What follows belongs to an exercise in optimizing a design on an open flow for small area, a short achievable clock period and few clock cycles per item; a production flow would make more cautious choices.
Where RTL was checked, it was by simulation tests only, not by an equivalence proof against the original.
The RTL of runs 4 and 5 was laid out without a check of its function.

==> flow/design.v <==
module radix4_table
(
input signed[6:0] dividend_index, 
input[3:0] divisor_index,
output[1:0] q_table
);
wire dividend_index_neg = dividend_index[6] ;
wire dividend_index_fix = dividend_index_neg ? ~dividend_index + 1 : dividend_index ;
wire d_1000 = (divisor_index == 4'b1000);
wire d_1001 = (divisor_index == 4'b1001);
wire d_1010 = (divisor_index == 4'b1010);
wire d_1011 = (divisor_index == 4'b1011);
wire d_1100 = (divisor_index == 4'b1100);
wire d_1101 = (divisor_index == 4'b1101);
wire d_1110 = (divisor_index == 4'b1110);
wire d_1111 = (divisor_index == 4'b1111);
wire x_ge_12 = (dividend_index >= 12) ;
wire x_ge_14 = (dividend_index >= 14) ;
wire x_ge_15 = (dividend_index >= 15) ;
wire x_ge_16 = (dividend_index >= 16) ;
wire x_ge_18 = (dividend_index >= 18) ;
wire x_ge_20 = (dividend_index >= 20) ;
wire x_ge_24 = (dividend_index >= 24) ;
wire x_ge_4 = (dividend_index >= 4) ;
wire x_ge_6 = (dividend_index >= 6) ;
wire x_ge_8 = (dividend_index >= 8) ;
wire x_ge_neg4 = (dividend_index >= -4) ;
wire x_ge_neg6 = (dividend_index >= -6) ;
wire x_ge_neg8 = (dividend_index >= -8) ;
wire x_ge_neg13 = (dividend_index >= -13) ;
wire x_ge_neg15 = (dividend_index >= -15) ;
wire x_ge_neg16 = (dividend_index >= -16) ;
wire x_ge_neg18 = (dividend_index >= -18) ;
wire x_ge_neg20 = (dividend_index >= -20) ;
wire x_ge_neg22 = (dividend_index >= -22) ;
wire x_ge_neg24 = (dividend_index >= -24) ;
wire d_1000_q_2 = (d_1000 & x_ge_12 ) ;
wire d_1000_q_1 = (d_1000 & x_ge_4 & ~x_ge_12 ) ;
wire d_1000_q_0 = (d_1000 & ~x_ge_4 & x_ge_neg4 ) ;
wire d_1000_q_neg1 = (d_1000 & x_ge_neg13 & ~x_ge_neg4 ) ;
wire d_1000_q_neg2 = (d_1000 & ~x_ge_neg13  ) ;
wire d_1001_q_2 = (d_1001 & x_ge_14 ) ;
wire d_1001_q_1 = (d_1001 & x_ge_4 & ~x_ge_14 ) ;
wire d_1001_q_0 = (d_1001 & x_ge_neg6 & ~x_ge_4 ) ;
wire d_1001_q_neg1 = (d_1001 & x_ge_neg15 & ~x_ge_neg6 ) ;
wire d_1001_q_neg2 = (d_1001 & ~x_ge_neg15  ) ;
wire d_1010_q_2 = (d_1010 & x_ge_15 ) ;
wire d_1010_q_1 = (d_1010 & x_ge_4 & ~x_ge_15 ) ;
wire d_1010_q_0 = (d_1010 & x_ge_neg6 & ~x_ge_4 ) ;
wire d_1010_q_neg1 = (d_1010 & x_ge_neg16 & ~x_ge_neg6 ) ;
wire d_1010_q_neg2 = (d_1010 & ~x_ge_neg16  ) ;
wire d_1011_q_2 = (d_1011 & x_ge_16 ) ;
wire d_1011_q_1 = (d_1011 & x_ge_4 & ~x_ge_16 ) ;
wire d_1011_q_0 = (d_1011 & x_ge_neg6 & ~x_ge_4 ) ;
wire d_1011_q_neg1 = (d_1011 & x_ge_neg18 & ~x_ge_neg6 ) ;
wire d_1011_q_neg2 = (d_1011 & ~x_ge_neg18  ) ;
wire d_1100_q_2 = (d_1100 & x_ge_18 ) ;
wire d_1100_q_1 = (d_1100 & x_ge_6 & ~x_ge_18 ) ;
wire d_1100_q_0 = (d_1100 & x_ge_neg8 & ~x_ge_6 ) ;
wire d_1100_q_neg1 = (d_1100 & x_ge_neg20 & ~x_ge_neg8 ) ;
wire d_1100_q_neg2 = (d_1100 & ~x_ge_neg20  ) ;
wire d_1101_q_2 = (d_1101 & x_ge_20 ) ;
wire d_1101_q_1 = (d_1101 & x_ge_6 & ~x_ge_20 ) ;
wire d_1101_q_0 = (d_1101 & x_ge_neg8 & ~x_ge_6 ) ;
wire d_1101_q_neg1 = (d_1101 & x_ge_neg20 & ~x_ge_neg8 ) ;
wire d_1101_q_neg2 = (d_1101 & ~x_ge_neg20  ) ;
wire d_1110_q_2 = (d_1110 & x_ge_20 ) ;
wire d_1110_q_1 = (d_1110 & x_ge_8 & ~x_ge_20 ) ;
wire d_1110_q_0 = (d_1110 & x_ge_neg8 & ~x_ge_8 ) ;
wire d_1110_q_neg1 = (d_1110 & x_ge_neg22 & ~x_ge_neg8 ) ;
wire d_1110_q_neg2 = (d_1110 & ~x_ge_neg22  ) ;
wire d_1111_q_2 = (d_1111 & x_ge_24 ) ;
wire d_1111_q_1 = (d_1111 & x_ge_8 & ~x_ge_24 ) ;
wire d_1111_q_0 = (d_1111 & x_ge_neg8 & ~x_ge_8 ) ;
wire d_1111_q_neg1 = (d_1111 & x_ge_neg24 & ~x_ge_neg8 ) ;
wire d_1111_q_neg2 = (d_1111 & ~x_ge_neg24  ) ;
wire q_2 = d_1111_q_2 | d_1110_q_2 | d_1101_q_2 | d_1100_q_2
			| d_1011_q_2 | d_1010_q_2 | d_1001_q_2 | d_1000_q_2;
wire q_1 = d_1111_q_1 | d_1110_q_1 | d_1101_q_1 | d_1100_q_1
			| d_1011_q_1 | d_1010_q_1 | d_1001_q_1 | d_1000_q_1;
wire q_0 = d_1111_q_0 | d_1110_q_0 | d_1101_q_0 | d_1100_q_0
			| d_1011_q_0 | d_1010_q_0 | d_1001_q_0 | d_1000_q_0;
wire q_neg1 = d_1111_q_neg1 | d_1110_q_neg1 | d_1101_q_neg1 | d_1100_q_neg1
			| d_1011_q_neg1 | d_1010_q_neg1 | d_1001_q_neg1 | d_1000_q_neg1;
wire q_neg2 = d_1111_q_neg2 | d_1110_q_neg2 | d_1101_q_neg2 | d_1100_q_neg2
			| d_1011_q_neg2 | d_1010_q_neg2 | d_1001_q_neg2 | d_1000_q_neg2;
assign q_table = (q_2 | q_neg2) ? 2'b10 : (q_1 | q_neg1) ? 2'b01 : q_0 ? 2'b00 : 2'b00 ;
endmodule
module pre_processing#(
parameter DW = 32,
parameter V  = 2,
parameter K  = 2)
(
input				start,
input[DW-1:0]		dividend,
input[DW-1:0] 		divisor,
output[DW/2-1:0] 	iterations,
output[DW+2:0] 		divisor_star,
output[DW+5:0] 		dividend_star,
output[DW/2-1:0] 	recovery
);
reg[DW-1:0]  divisor_temp;
reg[DW+2:0]  dividend_temp;
reg[DW/2-1:0]	 recovery_temp ;
reg[DW/2-1:0]     iterations_temp;
always @(*)
begin
if(start)
begin
	casez(divisor)
	    32'b1zzz_zzzz_zzzz_zzzz_zzzz_zzzz_zzzz_zzzz : 
			begin 
				divisor_temp = divisor;
				dividend_temp = {2'b0 , dividend , 1'b0 };
				iterations_temp = 1;
				recovery_temp   = 32;
			end
		32'b01zz_zzzz_zzzz_zzzz_zzzz_zzzz_zzzz_zzzz  : 
			begin 
				divisor_temp = {divisor[30:0] , 1'b0 };
				dividend_temp = {3'b0 , dividend  };
				iterations_temp = 2;
				recovery_temp   = 31;
			end
		32'b001z_zzzz_zzzz_zzzz_zzzz_zzzz_zzzz_zzzz  : 
			begin 
				divisor_temp = {divisor[29:0] , 2'b00 };
				dividend_temp = {2'b0 , dividend , 1'b0 };
				iterations_temp = 2;
				recovery_temp   = 30;
			end
		32'b0001_zzzz_zzzz_zzzz_zzzz_zzzz_zzzz_zzzz  : 
			begin 
				divisor_temp = {divisor[28:0] , 3'b000 };
				dividend_temp = {3'b0 , dividend  };
				iterations_temp = 3;
				recovery_temp   = 29;
			end
		32'b0000_1zzz_zzzz_zzzz_zzzz_zzzz_zzzz_zzzz  : 
			begin 
				divisor_temp = {divisor[27:0] , 4'b0000 };
				dividend_temp = {2'b0 , dividend , 1'b0 };
				iterations_temp = 3;
				recovery_temp   = 28;
			end	
		32'b0000_01zz_zzzz_zzzz_zzzz_zzzz_zzzz_zzzz : 
			begin 
				divisor_temp = {divisor[26:0] , 5'b00000};
				dividend_temp = {3'b0 , dividend  };
				iterations_temp = 4;
				recovery_temp   = 27;
			end			
		32'b0000_001z_zzzz_zzzz_zzzz_zzzz_zzzz_zzzz  : 
			begin 
				divisor_temp = {divisor[25:0] , 6'b000000 };
				dividend_temp = {2'b0 , dividend , 1'b0 };
				iterations_temp = 4;
				recovery_temp   = 26;
			end	
		32'b0000_0001_zzzz_zzzz_zzzz_zzzz_zzzz_zzzz : 
			begin 
				divisor_temp = {divisor[24:0] , 7'b0000000 };
				dividend_temp = {3'b0 , dividend  };
				iterations_temp = 5;
				recovery_temp   = 25;
			end	
		32'b0000_0000_1zzz_zzzz_zzzz_zzzz_zzzz_zzzz  : 
			begin 
				divisor_temp = {divisor[23:0] , 8'b00000000 } ;
				dividend_temp = {2'b0 , dividend ,1'b0 };
				iterations_temp = 5;
				recovery_temp   = 24;
			end	
		32'b0000_0000_01zz_zzzz_zzzz_zzzz_zzzz_zzzz : 
			begin 
				divisor_temp = {divisor[22:0] , 9'b000000000 };
				dividend_temp = {3'b0 , dividend  };
				iterations_temp = 6;
				recovery_temp   = 23;
			end	
		32'b0000_0000_001z_zzzz_zzzz_zzzz_zzzz_zzzz  : 
			begin 
				divisor_temp = {divisor[21:0] , 10'b0 } ;
				dividend_temp = {2'b0 , dividend ,1'b0 };
				iterations_temp = 6;
				recovery_temp   = 22;
			end
		32'b0000_0000_0001_zzzz_zzzz_zzzz_zzzz_zzzz : 
			begin 
				divisor_temp = {divisor[20:0] , 11'b0};
				dividend_temp = {3'b0 , dividend  };
				iterations_temp = 7;
				recovery_temp   = 21;
			end	
		32'b0000_0000_0000_1zzz_zzzz_zzzz_zzzz_zzzz  : 
			begin 
				divisor_temp = {divisor[19:0] , 12'b0 } ;
				dividend_temp = {2'b0 , dividend ,1'b0 };
				iterations_temp = 7;
				recovery_temp   = 20;
			end		
		32'b0000_0000_0000_01zz_zzzz_zzzz_zzzz_zzzz : 
			begin 
				divisor_temp = {divisor[18:0] , 13'b0 };
				dividend_temp = {3'b0 , dividend  };
				iterations_temp = 8;
				recovery_temp   = 19;
			end	
		32'b0000_0000_0000_001z_zzzz_zzzz_zzzz_zzzz  : 
			begin 
				divisor_temp = {divisor[17:0] , 14'b0 } ;
				dividend_temp = {2'b0 , dividend ,1'b0 };
				iterations_temp = 8;
				recovery_temp   = 18;
			end		
		32'b0000_0000_0000_0001_zzzz_zzzz_zzzz_zzzz : 
			begin 
				divisor_temp = {divisor[16:0] , 15'b0 };
				dividend_temp = {3'b0 , dividend  };
				iterations_temp = 9;
				recovery_temp   = 17;
			end	
		32'b0000_0000_0000_0000_1zzz_zzzz_zzzz_zzzz  : 
			begin 
				divisor_temp = {divisor[15:0] , 16'b0 } ;
				dividend_temp = {2'b0 , dividend ,1'b0 };
				iterations_temp = 9;
				recovery_temp   = 16;
			end		
		32'b0000_0000_0000_0000_01zz_zzzz_zzzz_zzzz : 
			begin 
				divisor_temp = {divisor[14:0] , 17'b0 };
				dividend_temp = {3'b0 , dividend  };
				iterations_temp = 10;
				recovery_temp   = 15;
			end	
		32'b0000_0000_0000_0000_001z_zzzz_zzzz_zzzz  : 
			begin 
				divisor_temp = {divisor[13:0] , 18'b0 } ;
				dividend_temp = {2'b0 , dividend ,1'b0 };
				iterations_temp = 10;
				recovery_temp   = 14;
			end		
		32'b0000_0000_0000_0000_0001_zzzz_zzzz_zzzz : 
			begin 
				divisor_temp = {divisor[12:0] , 19'b0 };
				dividend_temp = {3'b0 , dividend  };
				iterations_temp = 11;
				recovery_temp   = 13;
			end	
		32'b0000_0000_0000_0000_0000_1zzz_zzzz_zzzz  : 
			begin 
				divisor_temp = {divisor[11:0] , 20'b0 } ;
				dividend_temp = {2'b0 , dividend ,1'b0 };
				iterations_temp = 11;
				recovery_temp   = 12;
			end		
		32'b0000_0000_0000_0000_0000_01zz_zzzz_zzzz : 
			begin 
				divisor_temp = {divisor[10:0] , 21'b0 };
				dividend_temp = {3'b0 , dividend  };
				iterations_temp = 12;
				recovery_temp   = 11;
			end	
		32'b0000_0000_0000_0000_0000_001z_zzzz_zzzz  : 
			begin 
				divisor_temp = {divisor[9:0] , 22'b0 } ;
				dividend_temp = {2'b0 , dividend ,1'b0 };
				iterations_temp = 12;
				recovery_temp   = 10;
			end		
		32'b0000_0000_0000_0000_0000_0001_zzzz_zzzz : 
			begin 
				divisor_temp = {divisor[8:0] , 23'b0 };
				dividend_temp = {3'b0 , dividend  };
				iterations_temp = 13;
				recovery_temp   = 9;
			end	
		32'b0000_0000_0000_0000_0000_0000_1zzz_zzzz  : 
			begin 
				divisor_temp = {divisor[7:0] , 24'b0 } ;
				dividend_temp = {2'b0 , dividend ,1'b0 };
				iterations_temp = 13;
				recovery_temp   = 8;
			end		
		32'b0000_0000_0000_0000_0000_0000_01zz_zzzz : 
			begin 
				divisor_temp = {divisor[6:0] , 25'b0 };
				dividend_temp = {3'b0 , dividend  };
				iterations_temp = 14;
				recovery_temp   = 7;
			end	
		32'b0000_0000_0000_0000_0000_0000_001z_zzzz  : 
			begin 
				divisor_temp = {divisor[5:0] , 26'b0 } ;
				dividend_temp = {2'b0 , dividend ,1'b0 };
				iterations_temp = 14;
				recovery_temp   = 6;
			end		
		32'b0000_0000_0000_0000_0000_0000_0001_zzzz : 
			begin 
				divisor_temp = {divisor[4:0] , 27'b0 };
				dividend_temp = {3'b0 , dividend  };
				iterations_temp = 15;
				recovery_temp   = 5;
			end	
		32'b0000_0000_0000_0000_0000_0000_0000_1zzz  : 
			begin 
				divisor_temp = {divisor[3:0] , 28'b0 } ;
				dividend_temp = {2'b0 , dividend ,1'b0 };
				iterations_temp = 15;
				recovery_temp   = 4;
			end		
		32'b0000_0000_0000_0000_0000_0000_0000_01zz : 
			begin 
				divisor_temp = {divisor[2:0] , 29'b0 };
				dividend_temp = {3'b0 , dividend  };
				iterations_temp = 16;
				recovery_temp   = 3;
			end	
		32'b0000_0000_0000_0000_0000_0000_0000_001z  : 
			begin 
				divisor_temp = {divisor[1:0] , 30'b0 } ;
				dividend_temp = {2'b0 , dividend ,1'b0 };
				iterations_temp = 16;
				recovery_temp   = 2;
			end		
		32'b0000_0000_0000_0000_0000_0000_0000_0001 : 
			begin 
				divisor_temp = {divisor[0] , 31'b0 };
				dividend_temp = {3'b0 , dividend  };
				iterations_temp = 17;
				recovery_temp   = 1;
			end	
		32'b0000_0000_0000_0000_0000_0000_0000_0000  : 
			begin 
				divisor_temp = 0 ;
				dividend_temp = 0;
				iterations_temp = 0;
				recovery_temp   = 0;
			end		
		default:
			begin
				divisor_temp = 0 ;
				dividend_temp = 0;
				iterations_temp = 0;
				recovery_temp   = 0;
			end
	endcase
end
else begin
				divisor_temp = 0 ;
				dividend_temp = 0;
				iterations_temp = 0;
				recovery_temp   = 0;
end
end
assign dividend_star = {3'b0 , dividend_temp};
assign divisor_star = {3'b0 , divisor_temp};
assign iterations = iterations_temp;
assign recovery   = recovery_temp;
endmodule
module on_the_fly_conversion(
input clk,
input rst_n,
input[2:0] q_in,
input[1:0] state_in ,
output[31:0] q_out
);
reg[31:0] qm_reg;
reg[31:0] q_reg;
wire q_in_010 = (q_in == 3'b010);
wire q_in_001 = (q_in == 3'b001);
wire q_in_000 = (q_in[1:0] == 2'b00);
wire q_in_101 = (q_in == 3'b101);
wire q_in_110 = (q_in == 3'b110);
wire active = (state_in == 2'b01);
wire hold   = (state_in == 2'b10);
wire[31:0] qm_next = hold ? qm_reg :
	   (active & q_in_010 ) ? {q_reg[29:0] , 2'b01 } :
	   (active & q_in_001) ? {q_reg[29:0] , 2'b00 } :
	   (active & q_in_000) ? {qm_reg[29:0] , 2'b11 } :
	   (active & q_in_101 )? {qm_reg[29:0] , 2'b10 } :
	   (active & q_in_110) ? {qm_reg[29:0] , 2'b01 } : 32'b0;
wire[31:0] q_next  = hold ? q_reg :
	   (active & q_in_010) ? {q_reg[29:0] , 2'b10 } :
	   (active & q_in_001) ? {q_reg[29:0] , 2'b01 } :
	   (active & q_in_000) ? {q_reg[29:0] , 2'b00 } :
	   (active & q_in_101) ? {qm_reg[29:0] , 2'b11 } :
	   (active & q_in_110) ? {qm_reg[29:0] , 2'b10 } : 32'b0;
always @(posedge clk , negedge rst_n )
begin
	if (!rst_n)
	begin
		qm_reg <= 0;
		q_reg <= 0 ;
	end
	else
	begin 
		qm_reg <= qm_next;
		q_reg <= q_next ;
	end
end
assign q_out = q_reg ;
endmodule
module srt_4_div#(
parameter DW = 32)(
input 				clk,
input 				rst_n,
input				start,
input[DW-1:0]		dividend,
input[DW-1:0] 		divisor,
output[DW-1:0] 		quotient,
output[DW-1:0] 		reminder,
output				divfinish,
output				diverror
);
wire[DW/2-1:0] 		iterations;
wire[DW+2:0] 	divisor_star;
wire[DW+5:0] 	dividend_star;
wire[DW/2-1:0] 		recovery;
pre_processing u1(
.start(start),
.dividend(dividend),
.divisor(divisor),
.iterations(iterations),
.divisor_star(divisor_star),
.dividend_star(dividend_star),
.recovery(recovery)
);
wire[DW+3:0]			w_0_4 = dividend_star[DW+3:0]; 
   localparam				idle = 2'b00 , div = 2'b01 , hold = 2'b10 , finish = 2'b11 ;
reg[1:0]				state , state_next ;
reg[DW/4:0]	   			counter , counter_next ;
reg[DW+3:0] 		    w_reg,w_temp;
reg[DW+3:0] 		    divisor_reg,divisor_temp;
reg[DW/2-1:0] 			iterations_temp,iterations_reg,recovery_temp,recovery_reg;
   reg 				divbyzero_reg, divbyzero_temp;
wire[1:0]				state_in = state ;
wire[DW+3:0] divisor_real = divisor_reg ;
wire[DW+3:0] divisor_2_real = divisor_real << 1;
wire[DW+3:0] divisor_neg  = ~divisor_real + 1'b1;
wire[DW+3:0] divisor_2_neg = divisor_neg << 1;
wire dividend_eq_0_t = (dividend == 0);
wire divisor_eq_0_t = (divisor == 0);
wire signed[6:0] dividend_index = w_reg[DW+3:DW-3];
wire[3:0] divisor_index  = divisor_reg[DW:DW-3];
wire[1:0] q_table ;
radix4_table u2(
.dividend_index(dividend_index),
.divisor_index(divisor_index),
.q_table(q_table)
);
wire[DW+3:0] w_next_temp = ({dividend_index[6] , q_table} == 3'b001) ? divisor_neg + w_reg :
								({dividend_index[6] , q_table} == 3'b010) ? w_reg + divisor_2_neg :
									({dividend_index[6] , q_table} == 3'b101) ? w_reg + divisor_real :
										({dividend_index[6] , q_table} == 3'b110) ? w_reg + divisor_2_real :
											(q_table ==2'b00) ?  w_reg : 12'b0 ;
wire[DW+3:0] w_next = w_next_temp << 2 ;
wire[2:0]	 q_in   = {dividend_index[6] , q_table} ; 
wire[DW-1:0] q_out_1;
on_the_fly_conversion u3(
.clk(clk),
.rst_n(rst_n),
.q_in(q_in),
.state_in(state_in) ,
.q_out(q_out_1)
);
always @(posedge clk , negedge rst_n )
begin
	if (!rst_n)
	begin
		state <= idle;
		divisor_reg <= 0 ;
		counter <= 0 ;
		w_reg   <= 0 ;
		iterations_reg <= 0;
		recovery_reg <= 0;
	        divbyzero_reg <= 0;
	end
	else
	begin
		state   <= state_next;
		divisor_reg <= divisor_temp ;
		counter <= counter_next;
		w_reg   <= w_temp ;
		iterations_reg <= iterations_temp;
		recovery_reg <= recovery_temp;
         	divbyzero_reg <= divbyzero_temp;
	end
end
always @(*)
begin
	case(state)
		idle : 
		begin
			if (start & ~divisor_eq_0_t)
			begin
				state_next = div;
				divisor_temp = {divisor_star , 1'b0} ;
				w_temp = w_0_4 ;   
				counter_next = 0;
				iterations_temp = iterations;
				recovery_temp = recovery;
			        divbyzero_temp = 0;
			end else 
			if (start & divisor_eq_0_t)
			begin
				state_next = hold;
				divisor_temp = 0  ;
				w_temp = 0 ;
				counter_next = 0;
				iterations_temp = 0;
				recovery_temp = 0;
			        divbyzero_temp = 1;
			end else
			begin
				state_next = idle;
				divisor_temp = 0  ;
				w_temp = 0;
				counter_next = 0;
				iterations_temp = 0;
				recovery_temp = 0;
			        divbyzero_temp = 0;
			end
		end
		div:
		begin
			if(counter != iterations_reg - 1 )
			begin
				state_next = div;
				w_temp = w_next ;
				divisor_temp = divisor_reg ;
				counter_next = counter + 1'b1;
				iterations_temp = iterations_reg;
				recovery_temp = recovery_reg;
			        divbyzero_temp = 0;
			end
			else 
				begin
					state_next = (counter == 16) ? finish : hold;
					w_temp = w_next_temp;
					divisor_temp = divisor_reg ;
					counter_next =  counter + 1'b1;
					iterations_temp = iterations_reg;
					recovery_temp = recovery_reg;
			                divbyzero_temp = 0;
				end
			end
		finish:
		begin
			state_next = idle;
			divisor_temp = 0 ;
			counter_next = 0 ;
			w_temp   = 0 ;
			iterations_temp = 0;
			recovery_temp = 0;
		        divbyzero_temp = 0;
		end
		hold:
		  begin
		     divisor_temp = divisor_reg;
		     w_temp   = w_reg;
		     iterations_temp = 0;
		     recovery_temp = recovery_reg;
		     divbyzero_temp = divbyzero_reg;
		     if (counter == 16)
		       begin
			state_next = finish;
			counter_next = 0 ;
		       end
		     else
		       begin
			  state_next = hold;
			  counter_next = counter + 1'b1;
		       end
		  end
	endcase
end
wire   w_reg_unsign = (w_reg[DW+3] == 1) ;
wire[DW+3:0]   w_reg_fix = w_reg_unsign ? w_reg + divisor_real : w_reg ;
wire[DW-1:0]   q_out_fix = w_reg_unsign ? q_out_1 - 1 : q_out_1 ;
wire[DW+32:0]   reminder_temp = ({28'b0 , w_reg_fix} << recovery_reg);
assign reminder = reminder_temp[DW+32:DW+1];
assign quotient	= q_out_fix;
assign diverror  = divbyzero_reg;
assign divfinish = (state == finish) ;
endmodule
==> flow/run.sh <==
#!/bin/bash
# synth_recipe.tcl (not shown) runs the flow's synth.tcl, then flattens the netlist and writes it again
# the make line also repeats each setting of config.mk as NAME=value (left out here)
make -C /OpenROAD-flow-scripts/flow DESIGN_CONFIG=/design/flow/config.mk WORK_HOME=/design/flow/orfs CLKGATE_MAP_FILE= SYNTH_SCRIPT=/design/flow/synth_recipe.tcl finish
==> flow/config.mk <==
export PLATFORM = sky130hd
export DESIGN_NAME = srt_4_div
export DESIGN_NICKNAME = srt_4_div
export VERILOG_FILES = /design/flow/design.v
export SDC_FILE = /design/flow/constraint.sdc
export NUM_CORES = 4
export LEC_CHECK = 0
export CAP_MARGIN = 20
export CORE_MARGIN = 2
export CORE_UTILIZATION = 40
export SLEW_MARGIN = 20
==> flow/constraint.sdc <==
create_clock -name core_clock -period 10.0 [get_ports {clk}]
set_input_delay 2.0000 -clock core_clock [delete_from_list [all_inputs] [get_ports {clk}]]
set_output_delay 2.0000 -clock core_clock [all_outputs]
set_load 0.01 [all_outputs]
==> results of run 1 <==
-- layout make-up --
type | instances | share of cell area, %
multi-input cells | 2802 | 71.6
inverters | 83 | 1.17
clock buffers | 17 | 1.60
clock inverters | 15 | 0.739
well taps | 782 | 3.68
repair buffers | 197 | 6.80
flip-flops and latches | 153 | 14.4
diodes | 1 | 0.00942
-- layer usage --
layer | global-route usage, % | up-vias
met4 | 14.6 | 2
li1 | - | 12600
met1 | 43.4 | 13200
met5 | 0 | -
met2 | 50.1 | 1569
met3 | 5.55 | 268
-- Yosys cell counts (76+ instances only) --
library cell and n:
nand2_1 368, a21oi_1 251, nor2_1 252, o21ai_0 228, inv_1 80, ha_1 141
mux2i_1 107, clkbuf_1 202, nand3_1 80, a22oi_1 85, xor2_1 76, nor3_1 88
dfrtp_1 153, xnor2_1 97
-- tightest hold or removal path: stages (launching register included) --
cell,delay (ns)
dfrtp_1,0.35
nand2_1,0.05
o21ai_0,0.07
-- stage by stage --
| step | setup WS (ns) | hold slack, ns | utilization (%) |
|---|---|---|---|
| final | 2.45 | 0.500 | 44.0 |
| after detailed placement | 3.20 | 0.482 | 43.0 |
| after CTS | 2.65 | 0.504 | 44.0 |
| after floorplan | 4.44 | 0.454 | - |
| after global routing | 2.33 | 0.531 | 44.0 |
| after global placement | 3.20 | 0.480 | 43.0 |
-- cells by family after synthesis --
| kind of cell | count (synthesis) | synth area share (%) |
|---|---|---|
| compound gates | 1256 | 35.8 |
| xor+xnor | 173 | 6.20 |
| fa+ha+maj | 145 | 7.54 |
| buf+inv | 375 | 6.72 |
| flops | 153 | 15.7 |
| mux | 147 | 6.96 |
| simple gates | 1081 | 21.1 |
-- cells in the final DEF (no fill, tap or decap), types with 85 or more instances in the layout --
master / count
nand2_1: 368
dfrtp_1: 151
nor2_1: 251
clkdlybuf4s50_1: 130
o21ai_0: 228
xnor2_1: 97
a21oi_1: 251
ha_1: 140
nor3_1: 85
mux2i_1: 107
a22oi_1: 85
-- worst max path at each step --
stage | to | slack (ns) | depth (start not counted)
3_3_place_gp | reminder[3] | 3.20 | 13
2_1_floorplan | reminder[0] | 4.44 | 12
5_1_grt | reminder[27] | 2.33 | 12
4_1_cts | reminder[27] | 2.65 | 12
3_5_place_dp | reminder[27] | 3.20 | 12
6_report | reminder[27] | 2.45 | 13
==> results.cfg, run 1 <==
[routing]
routed_via_density = 6.83
top_layer_used = met5
wl_met2_um = 46200
drtAntennaViolNets = 0
finalWirelength_um = 104000
drtPass1Iterations = 9
routedLengthMet1_um = 43900
drtIter0Drc = 3818
route.met3.wl_um = 9390
wl_per_cell_um = 25.8
drcViolationCount = 0
vias = 27700

[synthesis]
syn_avg_cell_area_sq_um = 7.34
synth_cell_type_count = 109
ys_seq_area_share_pct = 15.7
syn_nets = 3542
yosys.area.top_type_share_pct = 15.7
synthFlopType = dfrtp_1
yosys.area.top_type = dfrtp_1
synth_edf_count = 0
yosys_warnings = 3
synth_area_sq_um = 24400
synthCells = 3330
ys_ff_latch = 153
async_flop_share_pct = 100
synthTopCellsByArea = dfrtp_1, ha_1, nand2_1, a21oi_1, o21ai_0

[clock_tree]
cts-buffers-inserted = 17
htreeDepth = 4
holdBufCountCts = 0
clk_latency_ns = 0.51
cts_buffer_depth = 2
cts_num_sinks = 153
postCtsSetupBuffers = 0
clkTransAtPathRegs_ns = 0.08
root_buffer = clkbuf_16
cts_repair_resize_count = 0
tritoncts = done

[finish]
fillCellCount = 6230
drive_gt1_share_pct = 6.18
multi_input_area_sq_um = 19000
largest_register_ffs = 36
regArea_sq_um = 3830
nets = 3466
design_area_sq_um = 26600
finalNonFillerCells = 4050
syn2layout_area_growth_pct = 8.68

[critical_path]
critPathSlowestCell = a221oi_1
endpoint_kind = output port
rrSetupSlack_ns = 3.31
path_max_fanout = 13
path_buf_inv = 1
cpLargestDelayFamily = compound AO/OA/AOI/OAI gates
crit_start = w_reg[17]$_DFFE_PN0N_
cp_slowest_stage_delay_ns = 0.75
crit_path_start_kind = register
path_cells = ha_1 > nand4_1 > nor3_1 > o21ai_0 > and2_1 > o32ai_1 > nor2_1 > a221oi_1 > mux4_2 > nor2_1 > o32ai_1 > o2bb2ai_1 > clkdlybuf4s50_1
r2r_cells = 19
worstReg2RegEnd = w_reg[35]$_DFFE_PN0P_
worstPathArrival_ns = 5.55
rr_startpoint = divisor_reg[3]$_DFFE_PN0N_
cp.required_ns = 8.00
path_class = reg -> out

[timing]
maxSlewViolCount = 0
period_needed_ns = 7.55
fin_skew_ns = 0.0201
tightest_slew_ns = 1.26
rsz0062_at_grt = false
finalHoldViolCount = 0
fmax_mhz = 133
finalCritPeriodShare_pct = 75.5
setup_viol = 0
setup_tns_ns = 0
relSlewSlack_pct = 15.1

[placed_design]
routabilityCongestion = 1.03
dpl_cell_area_sq_um = 25900
placed_cells = 4017
hpwl_um = 76900
port_buffers = 132

[hold_path]
holdPathStages = 2
hold_start = u3.qm_reg[29]$_DFFE_PN0N_
hold_class = reg -> reg
min_to = u3.qm_reg[29]$_DFFE_PN0N_

[floorplanning]
die_y_um = 251
initial_core_util_pct = 40.5
die-area_sq_um = 63100
std_cell_rows = 90
core_region_area_sq_um = 60400
pin_count = 133
fp.dieW_um = 251

[global_route]
grt_usage_pct = 32.2
grt_pass1_vias = 25600
grt_max_degree = 97
antenna_found_initial = 2
grt_overflow = 0
grt_pass1_wl_um = 160000

[outcome]
outcome = no timing/DRC/antenna violations

[run]
maxCapViolations = 0
Testbench counts, summed over its fixed seeds: cycles 60,800, divisions 3,200.
==> inputs of run 2 (changes only) <==
==> flow/design.v (replaced) <==
module radix4_table;
endmodule
module pre_processing (
input  [31:0] a,
input  [31:0] d,
output [5:0]  lz_a,
output [5:0]  lz_d,
output [5:0]  k,
output [31:0] d_shl
);
function [5:0] clz32;
	input [31:0] x;
	integer i;
	begin
		clz32 = 6'd32;
		for (i = 0; i < 32; i = i + 1)
			if (x[i]) clz32 = 6'd31 - i[5:0];
	end
endfunction
assign lz_a = clz32(a);
assign lz_d = clz32(d);
assign k    = lz_d - lz_a;
assign d_shl = d << k[4:0];
endmodule
module on_the_fly_conversion;
endmodule
module srt_4_div#(
parameter DW = 32)(
input 				clk,
input 				rst_n,
input				start,
input[DW-1:0]		dividend,
input[DW-1:0] 		divisor,
output[DW-1:0] 		quotient,
output[DW-1:0] 		reminder,
output				divfinish,
output				diverror
);
reg st_prep, st_iter, st_fin;
reg [DW-1:0] r_reg;      
reg [DW-1:0] d_reg;      
reg [DW-1:0] q_reg;      
reg [4:0]    cnt;
reg          dz_reg;
wire [5:0] lz_a, lz_d;
wire [DW-1:0] d_shl;
wire [5:0] k;
wire       k_neg;
pre_processing u1 (
	.a(r_reg),
	.d(d_reg),
	.lz_a(lz_a),
	.lz_d(lz_d),
	.k(k),
	.d_shl(d_shl)
);
assign k_neg = k[5];
wire d_zero = lz_d[5];
wire [DW:0] diff = {1'b0, r_reg} - {1'b0, d_reg};
wire        q_bit = ~diff[DW];
wire last = (cnt == 5'd0);
always @(posedge clk, negedge rst_n)
begin
	if (!rst_n) begin
		st_prep <= 1'b0;
		st_iter <= 1'b0;
		st_fin  <= 1'b0;
	end else begin
		st_prep <= start;
		st_iter <= (st_prep & ~k_neg & ~d_zero) | (st_iter & ~last);
		st_fin  <= (st_prep & (k_neg | d_zero)) | (st_iter & last);
	end
end
always @(posedge clk)
begin
	if (start) begin
		r_reg <= dividend;
		d_reg <= divisor;
		q_reg <= {DW{1'b0}};
	end else if (st_prep) begin
		d_reg  <= d_shl;
		cnt    <= k[4:0];
		dz_reg <= d_zero;
	end else if (st_iter) begin
		if (q_bit)
			r_reg <= diff[DW-1:0];
		d_reg <= {1'b0, d_reg[DW-1:1]};
		q_reg <= {q_reg[DW-2:0], q_bit};
		cnt   <= cnt - 5'd1;
	end
end
assign quotient  = q_reg;
assign reminder  = r_reg;
assign divfinish = st_fin;
assign diverror  = dz_reg;
endmodule
--- a/flow/config.mk
+++ b/flow/config.mk
@@ -5,7 +5,9 @@
 export SDC_FILE = /design/flow/constraint.sdc
 export NUM_CORES = 4
 export LEC_CHECK = 0
+export ABC_CLOCK_PERIOD_IN_PS = 3000
 export CAP_MARGIN = 20
 export CORE_MARGIN = 2
 export CORE_UTILIZATION = 40
+export SETUP_SLACK_MARGIN = 5
 export SLEW_MARGIN = 20
==> run 2 against run 1 <==
- largest cell class unchanged
- critical path depth increased by 2
- highest routed layer is now met4
- final area decreased by 61%
- first-iteration DRC count decreased by 80%
- utilization increased by 5.4 points
- routed wire length decreased by 74%
- still clean on timing, DRC and antenna
- worst setup slack improved by 2.8 ns
==> results.cfg, run 2 <==
[outcome]
outcome = no timing/DRC/antenna violations

[global_route]
grt_use_met1_pct = 32.6
met2_usage_pct = 38.9
grt.met3_usage_pct = 5.72
antenna_found_initial = 0
grt_max_degree = 80
grt_overflow = 0
grt_usage_pct = 24.1
busiest_layer = met2
grt_pass1_vias = 7818
grt_pass1_wl_um = 42300

[critical_path]
cpLargestDelayFamily = compound AO/OA/AOI/OAI gates
cp_slowest_stage_delay_ns = 1.04
cp_common_cell = o31ai_1
critPathSlowestCell = fa_4
cp.required_ns = 10.12
worstPathArrival_ns = 4.89
path_cells = nor2_1 > o311ai_0 > a311oi_1 > o31ai_1 > a211oi_1 > o31ai_1 > a211o_1 > a21oi_1 > fa_4 > buf_6 > mux4_2 > o211ai_1 > o21ai_0 > mux2_2 > a22o_1
path_max_fanout = 12
path_class = reg -> reg
crit_path_start_kind = register
endpoint_kind = register
path_buf_inv = 1

[synthesis]
yosys.area.top_type_share_pct = 25.0
yosys.area.top_type = edfxtp_1
synth_edf_count = 70
synthTopCellsByArea = edfxtp_1, nand2_1, dfxtp_1, ha_1, a21oi_1
synthCells = 1016
synthTopCellsByCount = nand2_1, a21oi_1, o21ai_0, nor2_1, edfxtp_1
synth_cell_type_count = 68
syn_avg_cell_area_sq_um = 8.27
ys_ff_latch = 105
synth_area_sq_um = 8400
yosys_warnings = 2
yosysMostFrequentCell = nand2_1
ys_seq_area_share_pct = 33.5
synthFlopType = edfxtp_1
syn_nets = 1124
async_flop_share_pct = 2.86

[floorplanning]
std_cell_rows = 53
die-area_sq_um = 22200
pin_count = 133
core_region_area_sq_um = 20800
die_y_um = 149
initial_core_util_pct = 40.3
fp.dieW_um = 149

[routing]
routed_via_density = 5.91
drcViolationCount = 0
wl_per_cell_um = 19.3
vias = 8233
finalWirelength_um = 26900
drtIter0Drc = 751
drtAntennaViolNets = 0
drtPass1Iterations = 5

[finish]
final_common_cell = nand2_1
finalNonFillerCells = 1393
drive_gt1_share_pct = 5.81
final_cell_mix = nand2_1, clkdlybuf4s50_1, a21oi_1
syn2layout_area_growth_pct = 22.4
nets = 1221
antennaDiodeCount = 0

[clock_tree]
root_buffer = clkbuf_16
clkTransAtPathRegs_ns = 0.09
cts_num_sinks = 105
htreeDepth = 3
holdBufCountCts = 0
cts_buffer_depth = 2
tritoncts = done
clk_latency_ns = 0.37
cts-buffers-inserted = 9

[timing]
tightest_slew_ns = 1.11
finalCritPeriodShare_pct = 47.7
setup_tns_ns = 0
setup_viol = 0
rsz0062_at_grt = false
finalHoldViolCount = 0
fin_skew_ns = 0.0107
relSlewSlack_pct = 25.6
fmax_mhz = 210
period_needed_ns = 4.77
maxSlewViolCount = 0
hold_ws_ns = 0.459

[run]
maxCapViolations = 0

[placed_design]
hpwl_um = 19100
port_buffers = 132
routabilityCongestion = 0.906
placed_cells = 1375

[hold_path]
hold_class = reg -> reg
## run 2: what timing repair did
| item | CTS | global route |
|---|---|---|
| setup buffers | 0 | 2 |
| setup endpoints to repair | 0 | 21 |
| resized for setup | 0 | 1 |
## run 2: worst paths after layout
kind	end	depth (start not counted)	slack, ns	start
min in group asynchronous	st_iter$_DFF_PN0_	1	1.81	rst_n
max in group asynchronous	st_prep$_DFF_PN0_	1	8.04	rst_n
max	d_reg[31]$_DFFE_PP_	15	5.23	d_reg[1]$_DFFE_PP_
min reg2reg	q_reg[31]$_SDFFE_PP0P_	2	0.46	q_reg[31]$_SDFFE_PP0P_
min	q_reg[31]$_SDFFE_PP0P_	2	0.46	q_reg[31]$_SDFFE_PP0P_
max reg2reg	d_reg[31]$_DFFE_PP_	15	5.23	d_reg[1]$_DFFE_PP_
## run 2: kinds of logic after synthesis
group,Yosys count,share of synthesized area (%)
DFF,105,33.5
and+or+nand+nor,333,17.4
buffers and inverters,114,5.12
muxes,51,8.70
AOI/OAI and AO/OA,346,26.3
xor gates and xnor gates,26,2.71
adders and majority gates,41,6.29
## run 2: layer usage
layer / wire (um) / part of all wire (%) / up-vias
met2: 12300 / 46 / 377
met4: 428 / 1.6 / 0
met1: 11900 / 44 / 3876
met3: 2310 / 8.6 / 34
met5: 0 / 0 / -
li1: - / - / 3946
## run 2: layout make-up
cell class | count | area, sq um
Clock inverter | 7 | 70.1
Tap cell | 275 | 344
Inverter | 58 | 218
Clock buffer | 9 | 225
Multi-Input combinational cell | 797 | 5190
Fill cell | 2074 | 10500
Timing Repair Buffer | 142 | 1420
Sequential cell | 105 | 2820
## run 2: metrics by stage
stage | setup WS (ns) | util, % | area, sq um
6_report | 5.23 | 49.4 | 10300
5_1_grt | 5.03 | 49.4 | 10300
4_1_cts | 5.03 | 49.1 | 10200
3_5_place_dp | 5.05 | 47.7 | 9940
3_3_place_gp | 5.11 | 47.7 | 9940
2_1_floorplan | 5.90 | - | 8400
## run 2: tightest hold or removal path, delay by kind of cell, from the launching register on
family	cells	cell delay, ns
AO/OA/AOI/OAI	1	0.05
flip-flops	1	0.32
AND/OR/NAND/NOR	1	0.05
Testbench counts of run 2, summed over its fixed seeds: cycles 28,792, divisions 3,200.
==> inputs of run 3 (changes only) <==
--- a/flow/config.mk
+++ b/flow/config.mk
@@ -5,9 +5,7 @@
 export SDC_FILE = /design/flow/constraint.sdc
 export NUM_CORES = 4
 export LEC_CHECK = 0
-export ABC_CLOCK_PERIOD_IN_PS = 3000
 export CAP_MARGIN = 20
 export CORE_MARGIN = 2
 export CORE_UTILIZATION = 40
-export SETUP_SLACK_MARGIN = 5
 export SLEW_MARGIN = 20
==> run 3 against run 2 <==
- still clean on timing, DRC and antenna
- global-route usage did not move
- count of clock-buffer cells in the layout did not move
==> results.cfg, run 3 <==
[outcome]
outcome = no timing/DRC/antenna violations

[critical_path]
endpoint = d_reg[31]$_DFFE_PP_
r2r_cells = 17
endpoint_kind = register
cp_common_cell = a21oi_1
critPathSlowestCell = fa_4
cp.required_ns = 10.12
crit_path_start_kind = register
path_max_fanout = 40
rr_startpoint = d_reg[1]$_DFFE_PP_
crit_start = d_reg[1]$_DFFE_PP_
path_buf_inv = 0
worstReg2RegEnd = d_reg[31]$_DFFE_PP_
worstPathArrival_ns = 4.98
path_class = reg -> reg
rrSetupSlack_ns = 5.14
cp_slowest_stage_delay_ns = 1.27
path_cells = nor2b_1 > o21ai_0 > a21oi_1 > o211ai_1 > a21oi_1 > o31ai_1 > a31oi_1 > o41ai_1 > ha_1 > fa_4 > mux4_2 > nand2_1 > o21ai_0 > nor2_1 > a21oi_1 > mux2_2 > a22o_1
cpLargestDelayFamily = adder cells
crit_cells = 17

[timing]
layout_setup_ws_ns = 5.14
fmax_mhz = 206
setup_tns_ns = 0
fin_skew_ns = 0.00988
relSlewSlack_pct = 24.7
setup_viol = 0
finalHoldViolCount = 0
tightest_slew_ns = 1.12
maxSlewViolCount = 0
rsz0062_at_grt = false
hold_ws_ns = 0.459
finalCritPeriodShare_pct = 48.6
period_needed_ns = 4.86

[synthesis]
yosys_warnings = 2
synthAdderAreaFrac_pct = 6.29
synth_area_sq_um = 8400
synthFlopType = edfxtp_1
synthCells = 1016
syn_nets = 1124
synth_cell_type_count = 68
synthTopCellsByCount = nand2_1, a21oi_1, o21ai_0, nor2_1, edfxtp_1
synth_edf_count = 70
yosys.area.top_type = edfxtp_1
synth_top_family_by_area = compound AO/OA/AOI/OAI gates
ys_ff_latch = 105
syn_avg_cell_area_sq_um = 8.27
synthTopCellsByArea = edfxtp_1, nand2_1, dfxtp_1, ha_1, a21oi_1
ys_seq_area_share_pct = 33.5
yosys.area_share.simple_pct = 17.4
async_flop_share_pct = 2.86
yosysMostFrequentCell = nand2_1
synth_compound_area_share_pct = 26.3
synth_mux_area_share_pct = 8.70
synth_xor_area_share_pct = 2.71
yosys.area.top_type_share_pct = 25.0

[clock_tree]
root_buffer = clkbuf_16
cts_buffer_depth = 2
cts-buffers-inserted = 9
holdBufCountCts = 0
tritoncts = done
postCtsSetupBuffers = 0
clk_latency_ns = 0.37
htreeDepth = 3
clkTransAtPathRegs_ns = 0.09
cts_num_sinks = 105
cts_repair_resize_count = 0

[routing]
drtIter0Drc = 755
drcViolationCount = 0
finalWirelength_um = 26700
drtAntennaViolNets = 0
wl_per_cell_um = 19.2
vias = 8234
routed_via_density = 5.92
drtPass1Iterations = 6

[finish]
finish.utilization_pct = 49.2
final_common_cell = nand2_1
antennaDiodeCount = 0
syn2layout_area_growth_pct = 21.9
finalNonFillerCells = 1391
nets = 1219
drive_gt1_share_pct = 5.56
final_cell_mix = nand2_1, clkdlybuf4s50_1, a21oi_1
design_area_sq_um = 10200

[placed_design]
placed_cells = 1375
routabilityCongestion = 0.906
preCtsSetupSlack_ns = 5.05
hpwl_um = 19100
port_buffers = 132
dpl_cell_area_sq_um = 9940

[floorplanning]
core_region_area_sq_um = 20800
die-area_sq_um = 22200
pin_count = 133
fp.dieW_um = 149
die_y_um = 149
std_cell_rows = 53
initial_core_util_pct = 40.3

[global_route]
grt_pass1_wl_um = 42300
antenna_found_initial = 0
grt_overflow = 0
grt_pass1_vias = 7818
grt_max_degree = 80
grt_usage_pct = 24.1

[run]
maxCapViolations = 0

[hold_path]
hold_class = reg -> reg
## run 3: cell counts after synthesis
Identical to the previous run, type by type.
## run 3: kinds of logic after synthesis
group | after synthesis
buf+inv | 114
mux | 51
fa+ha+maj | 41
compound gates | 346
simple gates | 333
flops | 105
xor+xnor | 26
## run 3: routing by layer
metal	share of wire (%)	routed length, um	GRT usage [%]	up-vias
li1	-	-	-	3949
met4	1.6	429	5.90	0
met3	8.4	2240	5.72	37
met2	46	12300	38.9	355
met1	44	11800	32.6	3893
met5	0	0	0	-
## run 3: cell type report
type                            instances  area [sq um]
Clock inverter                          7          70.1
Inverter                               58           218
Clock buffer                            9           225
Fill cell                            2078         10600
Multi-Input combinational cell        797          5190
Tap cell                              275           344
Timing Repair Buffer                  140          1380
Sequential cell                       105          2820
## run 3: worst min path at each step
stage,from,endpoint,slack [ns],depth (start not counted)
2_1_floorplan,q_reg[31]$_SDFFE_PP0P_,q_reg[31]$_SDFFE_PP0P_,0.48,2
6_report,q_reg[31]$_SDFFE_PP0P_,q_reg[31]$_SDFFE_PP0P_,0.46,2
4_1_cts,q_reg[31]$_SDFFE_PP0P_,q_reg[31]$_SDFFE_PP0P_,0.46,2
5_1_grt,q_reg[26]$_SDFFE_PP0P_,q_reg[27]$_SDFFE_PP0P_,0.48,2
3_5_place_dp,q_reg[31]$_SDFFE_PP0P_,q_reg[31]$_SDFFE_PP0P_,0.45,2
3_3_place_gp,q_reg[31]$_SDFFE_PP0P_,q_reg[31]$_SDFFE_PP0P_,0.44,2
## run 3: tightest hold or removal path, delay by kind of cell (launching register included)
| family | cells | cell delay [ns] |
|---|---|---|
| AOI/OAI and AO/OA | 1 | 0.05 |
| and+or+nand+nor | 1 | 0.05 |
| DFF | 1 | 0.32 |
==> inputs of run 4 (changes only) <==
==> flow/design.v (replaced) <==
module radix4_table;
endmodule
module pre_processing (
input  [31:0] a,
input  [31:0] d,
output [5:0]  k,
output [31:0] d_shl
);
function [5:0] clz32;
	input [31:0] x;
	integer i;
	begin
		clz32 = 6'd32;
		for (i = 0; i < 32; i = i + 1)
			if (x[i]) clz32 = 6'd31 - i[5:0];
	end
endfunction
wire [5:0] lz_a = clz32(a);
wire [5:0] lz_d = clz32(d);
assign k     = lz_d - lz_a;
assign d_shl = d << {k[4:1], 1'b0};
endmodule
module on_the_fly_conversion;
endmodule
module srt_4_div#(
parameter DW = 32)(
input 				clk,
input 				rst_n,
input				start,
input[DW-1:0]		dividend,
input[DW-1:0] 		divisor,
output[DW-1:0] 		quotient,
output[DW-1:0] 		reminder,
output				divfinish,
output				diverror
);
reg st_prep, st_iter, st_fin;
reg [DW-1:0] r_reg;      
reg [DW-1:0] d_reg;      
reg [DW-1:0] q_reg;      
reg [3:0]    cnt;        
reg          dz_reg;
wire [5:0]    k;
wire [DW-1:0] d_shl;
pre_processing u1 (
	.a(r_reg),
	.d(d_reg),
	.k(k),
	.d_shl(d_shl)
);
wire [DW+1:0] t1 = {2'b00, r_reg} - {1'b0, d_reg, 1'b0};
wire          qa = ~t1[DW+1];
wire [DW-1:0] r1 = qa ? t1[DW-1:0] : r_reg;
wire [DW:0]   t2 = {1'b0, r1} - {1'b0, d_reg};
wire          qb = ~t2[DW];
wire [DW-1:0] r2 = qb ? t2[DW-1:0] : r1;
wire last = (cnt == 4'd0);
reg [DW-1:0] d_smear;
integer j;
always @(*) begin
	d_smear[DW-1] = divisor[DW-1];
	for (j = DW-2; j >= 0; j = j - 1)
		d_smear[j] = d_smear[j+1] | divisor[j];
end
wire early = ~|(dividend & ~{1'b0, d_smear[DW-1:1]});
wire in_dz = ~|divisor;
always @(posedge clk, negedge rst_n)
begin
	if (!rst_n) begin
		st_prep <= 1'b0;
		st_iter <= 1'b0;
		st_fin  <= 1'b0;
	end else begin
		st_prep <= start & ~early;
		st_iter <= st_prep | (st_iter & ~last);
		st_fin  <= (start & early) | (st_iter & last);
	end
end
always @(posedge clk)
begin
	if (start) begin
		r_reg <= dividend;
		d_reg <= divisor;
		q_reg <= {DW{1'b0}};
		dz_reg <= in_dz;
	end else if (st_prep) begin
		d_reg  <= d_shl;
		cnt    <= k[4:1];
	end else if (st_iter) begin
		r_reg <= r2;
		d_reg <= {2'b00, d_reg[DW-1:2]};
		q_reg <= {q_reg[DW-3:0], qa, qb};
		cnt   <= cnt - 4'd1;
	end
end
assign quotient  = q_reg;
assign reminder  = r_reg;
assign divfinish = st_fin;
assign diverror  = dz_reg;
endmodule
--- a/flow/config.mk
+++ b/flow/config.mk
@@ -8,4 +8,5 @@
 export CAP_MARGIN = 20
 export CORE_MARGIN = 2
 export CORE_UTILIZATION = 40
+export SETUP_SLACK_MARGIN = 5
 export SLEW_MARGIN = 20
==> run 4 against run 3 <==
- global-route usage up 5.1 points
- maximum frequency down 17%
- still clean
- final cell count up 26%
- critical path depth up 8
- die area up 20%
- sequential share of layout area down 7.0 points
- routed wire length up 47%
==> results.cfg, run 4 <==
[outcome]
outcome = no timing/DRC/antenna violations

[critical_path]
endpoint = r_reg[6]$_DFFE_PP_
worstPathArrival_ns = 5.90
worstReg2RegEnd = r_reg[6]$_DFFE_PP_
path_class = reg -> reg
endpoint_kind = register
r2r_cells = 25
crit_path_start_kind = register
cp.required_ns = 10.08
rr_startpoint = r_reg[1]$_DFFE_PP_
path_max_fanout = 5
rrSetupSlack_ns = 4.18
crit_start = r_reg[1]$_DFFE_PP_

[floorplanning]
initial_core_util_pct = 40.5
fp.dieW_um = 163
core_region_area_sq_um = 25000
std_cell_rows = 58
die_y_um = 163
die-area_sq_um = 26600
pin_count = 133

[timing]
finalCritPeriodShare_pct = 58.2
setup_tns_ns = 0
fmax_mhz = 172
relSlewSlack_pct = 24.9
tightest_slew_ns = 1.13
finalHoldViolCount = 0
period_needed_ns = 5.82
rsz0062_at_grt = true
layout_setup_ws_ns = 4.18
maxSlewViolCount = 0
fin_skew_ns = 0.0175
hold_ws_ns = 0.484
setup_viol = 0

[finish]
syn2layout_area_growth_pct = 34.2
final_common_cell = clkdlybuf4s50_1
regArea_sq_um = 2790
drive_gt1_share_pct = 19.1
finalNonFillerCells = 1758
fillCellCount = 2352
multi_input_area_sq_um = 7430
nets = 1559
design_area_sq_um = 13600
finish.utilization_pct = 54.3
final_cell_mix = clkdlybuf4s50_1, nor2_1, a21oi_1

[clock_tree]
cts_buffer_depth = 2
htreeDepth = 3
clkTransAtPathRegs_ns = 0.08
clk_latency_ns = 0.38
holdBufCountCts = 0
root_buffer = clkbuf_16
cts-buffers-inserted = 9
tritoncts = done
cts_num_sinks = 104

[global_route]
grt_usage_pct = 29.1
antenna_found_initial = 1
grt_pass1_vias = 10300
grt_pass1_wl_um = 59600
grt_overflow = 0
grt_max_degree = 90

[placed_design]
hpwl_um = 27200
placed_cells = 1650
dpl_cell_area_sq_um = 11800
routabilityCongestion = 0.964
preCtsSetupSlack_ns = 3.15
port_buffers = 132

[routing]
vias = 10900
drtPass1Iterations = 5
drcViolationCount = 0
routed_via_density = 6.22
finalWirelength_um = 39300
drtIter0Drc = 1211
wl_per_cell_um = 22.4
drtAntennaViolNets = 0

[hold_path]
hold_start = q_reg[0]$_SDFFE_PP0P_
hold_class = reg -> reg

[synthesis]
yosysMostFrequentCell = nor2_1
synthFlopType = edfxtp_1
ys_seq_area_share_pct = 27.5
syn_avg_cell_area_sq_um = 8.23
synthTopCellsByArea = edfxtp_1, ha_1, dfxtp_1, a21oi_1, nor2_1
synth_cell_type_count = 84
yosys_warnings = 2
synth_area_sq_um = 10100
synth_edf_count = 69
syn_nets = 1368
yosys.area.top_type_share_pct = 20.5
async_flop_share_pct = 2.88
yosys.area.top_type = edfxtp_1
synthCells = 1231
ys_ff_latch = 104
synthTopCellsByCount = nor2_1, a21oi_1, nand2_1, inv_1, o21ai_0

[run]
maxCapViolations = 0
## run 4: cell count changes after synthesis, sizes merged, moves of 21 or more
cell,previous run,this run
nor2,77,127
xnor2,11,34
nand2,172,92
ha,39,67
a21oi,95,116
a22o,3,32
inv,57,80
## run 4: what timing repair did
action                                 4_1_cts  5_1_grt
setup endpoints to repair                   70       69
pin swaps                                   23       39
endpoints found under the hold margin        0        0
cloned                                       7        1
buffers inserted                            51       32
gates resized for setup                     85       72
## run 4: cells by family after synthesis
| kind of cell | after synthesis | share of synthesized area (%) |
|---|---|---|
| flops | 104 | 27.5 |
| xor+xnor | 49 | 4.24 |
| simple gates | 359 | 16.6 |
| buf+inv | 136 | 5.83 |
| fa+ha+maj | 70 | 8.87 |
| compound gates | 460 | 31.5 |
| mux | 53 | 5.45 |
## run 4: how the worst min path moves through the flow
stage / endpoint / slack (ns) / cells after the start
global route: q_reg[0]$_SDFFE_PP0P_ / 0.51 / 2
detailed placement: q_reg[31]$_SDFFE_PP0P_ / 0.47 / 1
finish: q_reg[0]$_SDFFE_PP0P_ / 0.48 / 2
global placement: q_reg[0]$_SDFFE_PP0P_ / 0.47 / 2
CTS: q_reg[30]$_SDFFE_PP0P_ / 0.49 / 1
floorplan: q_reg[0]$_SDFFE_PP0P_ / 0.49 / 2
## run 4: critical path, cell delays in order, from the launching register on
cell,delay [ns]
edfxtp_1,0.41
inv_1,0.08
ha_2,0.18
inv_2,0.04
fa_2,0.39
a211oi_4,0.32
o21ai_4,0.11
nand4b_1,0.16
nand3_2,0.16
nor3_4,0.26
o31a_4,0.23
buf_12,0.14
mux2_4,0.33
ha_4,0.22
nor2b_4,0.12
o31a_1,0.28
o21ba_4,0.25
nand4b_1,0.26
a21o_1,0.28
a2111oi_4,0.39
buf_4,0.18
o21a_4,0.23
buf_12,0.16
a211oi_2,0.04
a211oi_1,0.22
a21oi_1,0.06
## run 4: layout make-up
cell class              count  area share (%)
flip-flops and latches    104            20.5
diodes                      1          0.0184
clock inverters             7           0.691
multi-input cells         994            54.7
inverters                  81            2.24
well taps                 330            3.04
repair buffers            232            17.2
clock buffers               9            1.66
## run 4: routing by layer
| layer | global-route usage, % | routed length, um | vias up |
|---|---|---|---|
| li1 | - | - | 5053 |
| met1 | 40.2 | 17100 | 5256 |
| met2 | 46.1 | 17600 | 522 |
| met3 | 4.55 | 3220 | 95 |
| met4 | 10.5 | 1480 | 0 |
| met5 | 0 | 0 | - |
==> inputs of run 5 (changes only) <==
==> flow/flow/run.sh (new file) <==
#!/bin/bash
# Standard ORFS layout, with timing repair aimed past the clock period:
# repair_timing works until the setup slack reaches SETUP_SLACK_MARGIN.
set -euo pipefail
MARGIN=$(cat "$(dirname "$0")/margin.txt")
bash standard.sh SETUP_SLACK_MARGIN=$MARGIN finish > make_finish.log 2>&1
==> flow/flow/margin.txt (new file) <==
6.5
==> flow/standard.sh (new file) <==
#!/bin/bash
# synth_recipe.tcl (not shown) runs the flow's synth.tcl, then flattens the netlist and writes it again
# the make line also repeats each setting of config.mk as NAME=value (left out here)
make -C /OpenROAD-flow-scripts/flow DESIGN_CONFIG=/design/flow/config.mk WORK_HOME=/design/flow/orfs CLKGATE_MAP_FILE= SYNTH_SCRIPT=/design/flow/synth_recipe.tcl "${@:-finish}"
--- a/flow/config.mk
+++ b/flow/config.mk
@@ -8,5 +8,4 @@
 export CAP_MARGIN = 20
 export CORE_MARGIN = 2
 export CORE_UTILIZATION = 40
-export SETUP_SLACK_MARGIN = 5
 export SLEW_MARGIN = 20
removed: flow/run.sh
==> run 5 against run 4 <==
- final area grew 12%
- worst hold slack gained 0.0076 ns
- synthesized area is the same
- global-route usage grew 2.0 points
- count of clock-buffer cells in the layout is the same
- final cell count grew 5.2%
- sequential share of layout area shrank 2.1 points
- register-to-register slack gained 0.24 ns
==> results.cfg, run 5 <==
[outcome]
outcome = no timing/DRC/antenna violations

[synthesis]
synthTopCellsByArea = edfxtp_1, ha_1, dfxtp_1, a21oi_1, nor2_1
synth_area_sq_um = 10100
yosysMostFrequentCell = nor2_1
synthCells = 1231
synthFlopType = edfxtp_1
synthTopCellsByCount = nor2_1, a21oi_1, nand2_1, inv_1, o21ai_0
synth_edf_count = 69
syn_avg_cell_area_sq_um = 8.23
synth_cell_type_count = 84
yosys.area.top_type_share_pct = 20.5
ys_seq_area_share_pct = 27.5
yosys_warnings = 2
yosys.area.top_type = edfxtp_1
async_flop_share_pct = 2.88
syn_nets = 1368
ys_ff_latch = 104

[hold_path]
holdPathStages = 1
min_to = q_reg[30]$_SDFFE_PP0P_
hold_start = q_reg[30]$_SDFFE_PP0P_
hold_class = reg -> reg

[clock_tree]
clkTransAtPathRegs_ns = 0.09
cts-buffers-inserted = 9
clk_latency_ns = 0.37
cts_num_sinks = 104
root_buffer = clkbuf_16
tritoncts = done
cts_buffer_depth = 2
htreeDepth = 3
holdBufCountCts = 0

[finish]
regArea_sq_um = 2790
fillCellCount = 2187
drive_gt1_share_pct = 31.6
syn2layout_area_growth_pct = 49.6
finish.utilization_pct = 60.5
nets = 1652
finalNonFillerCells = 1850
final_cell_mix = buf_4, nor2_1, clkdlybuf4s50_1
antennaDiodeCount = 0
multi_input_area_sq_um = 8110
final_common_cell = buf_4

[floorplanning]
core_region_area_sq_um = 25000
pin_count = 133
die_y_um = 163
initial_core_util_pct = 40.5
std_cell_rows = 58
fp.dieW_um = 163
die-area_sq_um = 26600

[global_route]
grt_pass1_wl_um = 63500
grt_overflow = 0
antenna_found_initial = 0
grt_usage_pct = 31.1
grt_pass1_vias = 10900
grt_max_degree = 54

[critical_path]
endpoint_kind = register
crit_path_start_kind = register
worstReg2RegEnd = r_reg[9]$_DFFE_PP_
rrSetupSlack_ns = 4.42
cp.required_ns = 10.10
path_class = reg -> reg
r2r_cells = 21
path_max_fanout = 12
worstPathArrival_ns = 5.68
rr_startpoint = d_reg[8]$_DFFE_PP_

[timing]
fmax_mhz = 179
setup_tns_ns = 0
setup_viol = 0
period_needed_ns = 5.58
layout_setup_ws_ns = 4.42
finalHoldViolCount = 0
relSlewSlack_pct = 41.5
tightest_slew_ns = 0.856
finalCritPeriodShare_pct = 55.8
rsz0062_at_grt = true
fin_skew_ns = 0.00949
maxSlewViolCount = 0

[routing]
wl_per_cell_um = 23.7
drtIter0Drc = 1127
finalWirelength_um = 43900
drtPass1Iterations = 5
drtAntennaViolNets = 0
routed_via_density = 6.28
vias = 11600
drcViolationCount = 0

[placed_design]
placed_cells = 1649
hpwl_um = 28300
routabilityCongestion = 0.983
preCtsSetupSlack_ns = 3.30
port_buffers = 132

[run]
maxCapViolations = 0
-- run 5: cell count changes in the layout (fill, tap and decap cells not counted), moves of 15 or more --
| cell | previous run | this run |
|---|---|---|
| buf_4 | 75 | 137 |
| clkdlybuf4s50_1 | 131 | 88 |
| a21oi_1 | 101 | 79 |
| a21oi_2 | 14 | 32 |
| buf_6 | 10 | 28 |
| dlygate4sd2_1 | 0 | 18 |
| o21ai_0 | 64 | 48 |
| dlymetal6s2s_1 | 0 | 15 |
-- run 5: layout make-up --
| type | count | area share, % |
|---|---|---|
| Multi-Input combinational cell | 998 | 53.5 |
| Timing Repair Buffer | 320 | 21.1 |
| Sequential cell | 104 | 18.4 |
| Tap cell | 330 | 2.72 |
| Inverter | 81 | 2.09 |
| Clock buffer | 9 | 1.49 |
| Clock inverter | 7 | 0.619 |
| Timing Repair inverter | 1 | 0.0495 |
-- run 5: how the worst max path moves through the flow --
stage	startpoint	slack (ns)	cells after the start	end
2_1_floorplan	r_reg[1]$_DFFE_PP_	4.88	24	r_reg[18]$_DFFE_PP_
3_5_place_dp	d_reg[0]$_DFFE_PP_	3.30	21	r_reg[4]$_DFFE_PP_
6_report	d_reg[8]$_DFFE_PP_	4.42	21	r_reg[9]$_DFFE_PP_
3_3_place_gp	d_reg[0]$_DFFE_PP_	3.36	22	r_reg[30]$_DFFE_PP_
4_1_cts	r_reg[1]$_DFFE_PP_	4.56	24	r_reg[3]$_DFFE_PP_
5_1_grt	d_reg[16]$_DFFE_PP_	4.28	23	r_reg[9]$_DFFE_PP_
-- run 5: kinds of logic (layout without fill, tap and decap cells) --
| group | after synthesis | count (layout) | share of synthesized area (%) |
|---|---|---|---|
| buffers and inverters | 136 | 418 | 5.83 |
| adder cells (fa/ha/maj) | 70 | 70 | 8.87 |
| multiplexers | 53 | 53 | 5.45 |
| XOR/XNOR | 49 | 49 | 4.24 |
| AND/OR/NAND/NOR | 359 | 360 | 16.6 |
| AO/OA/AOI/OAI | 460 | 466 | 31.5 |
| flip-flops | 104 | 104 | 27.5 |
-- run 5: timing repair --
item / 4_1_cts / 5_1_grt
setup buffers: 93 / 75
pin swaps: 61 / 35
setup endpoints to repair: 145 / 99
gates resized for setup: 238 / 139
gates cloned: 13 / 4
-- run 5: worst max-delay path, cell delays in order, from the launching register on --
cell,delay (ns)
edfxtp_1,0.50
inv_1,0.23
ha_1,0.44
nand4_1,0.20
nand4b_1,0.29
nand3_2,0.16
nor3_4,0.06
o31a_4,0.35
bufbuf_16,0.31
o21ai_1,0.23
ha_1,0.36
a21o_1,0.22
a21o_1,0.23
nand4b_1,0.25
a21o_1,0.28
a2111oi_4,0.35
buf_4,0.22
o21a_4,0.21
buf_12,0.14
nor2_1,0.04
a211oi_1,0.17
a21oi_1,0.07
-- run 5: per-stage QoR --
stage / instance area [sq um] / hold slack, ns
6_report: 15200 / 0.492
5_1_grt: 15200 / 0.509
4_1_cts: 13900 / 0.492
3_5_place_dp: 11900 / 0.467
3_3_place_gp: 11900 / 0.465
2_1_floorplan: 10400 / 0.494
-- run 5: per-layer routing --
| layer | vias up | part of all wire (%) | wire (um) | global-route usage, % |
|---|---|---|---|---|
| met5 | - | 0 | 0 | 0 |
| met4 | 0 | 5.0 | 2170 | 13.2 |
| met3 | 151 | 9.0 | 3970 | 6.35 |
| met2 | 705 | 45 | 19700 | 49.5 |
| met1 | 5516 | 41 | 18000 | 41.1 |
| li1 | 5247 | - | - | - |

## re-timing with driven ports
The results above use ideal ports. As a check the final layouts listed here were re-extracted and re-timed, cells and wires unchanged.
Step 1 sets driving cells, clkbuf_16 on the clock port and buf_2 on the other inputs (assumed; they add their load-dependent delay and slew).
Step 2 also shifts input and output timing later by t, the mid clock arrival at the registers, as if the neighbouring blocks saw the same clock.
Three values: ideal, step 1, step 2; two values: the first two.
| run | shift t [ns] | setup WS [ns] | worst hold slack (ns) |
|---|---|---|---|
| run 1 | 0.558 | 2.454 / 2.396 / 2.954 | 0.500 / 0.500 / 0.500 |
| run 2 | 0.411 | 5.230 / 5.230 / 5.230 | 0.459 / 0.459 / 0.459 |
| run 3 | 0.411 | 5.143 / 5.143 / 5.143 | 0.459 / 0.459 / 0.459 |
| run 4 | 0.417 | 4.177 / 4.177 / 4.177 | 0.484 / 0.484 / 0.484 |
| run 5 | 0.415 | 4.420 / 4.420 / 4.420 | 0.492 / 0.492 / 0.492 |
After both steps setup and hold are still met in every run listed.
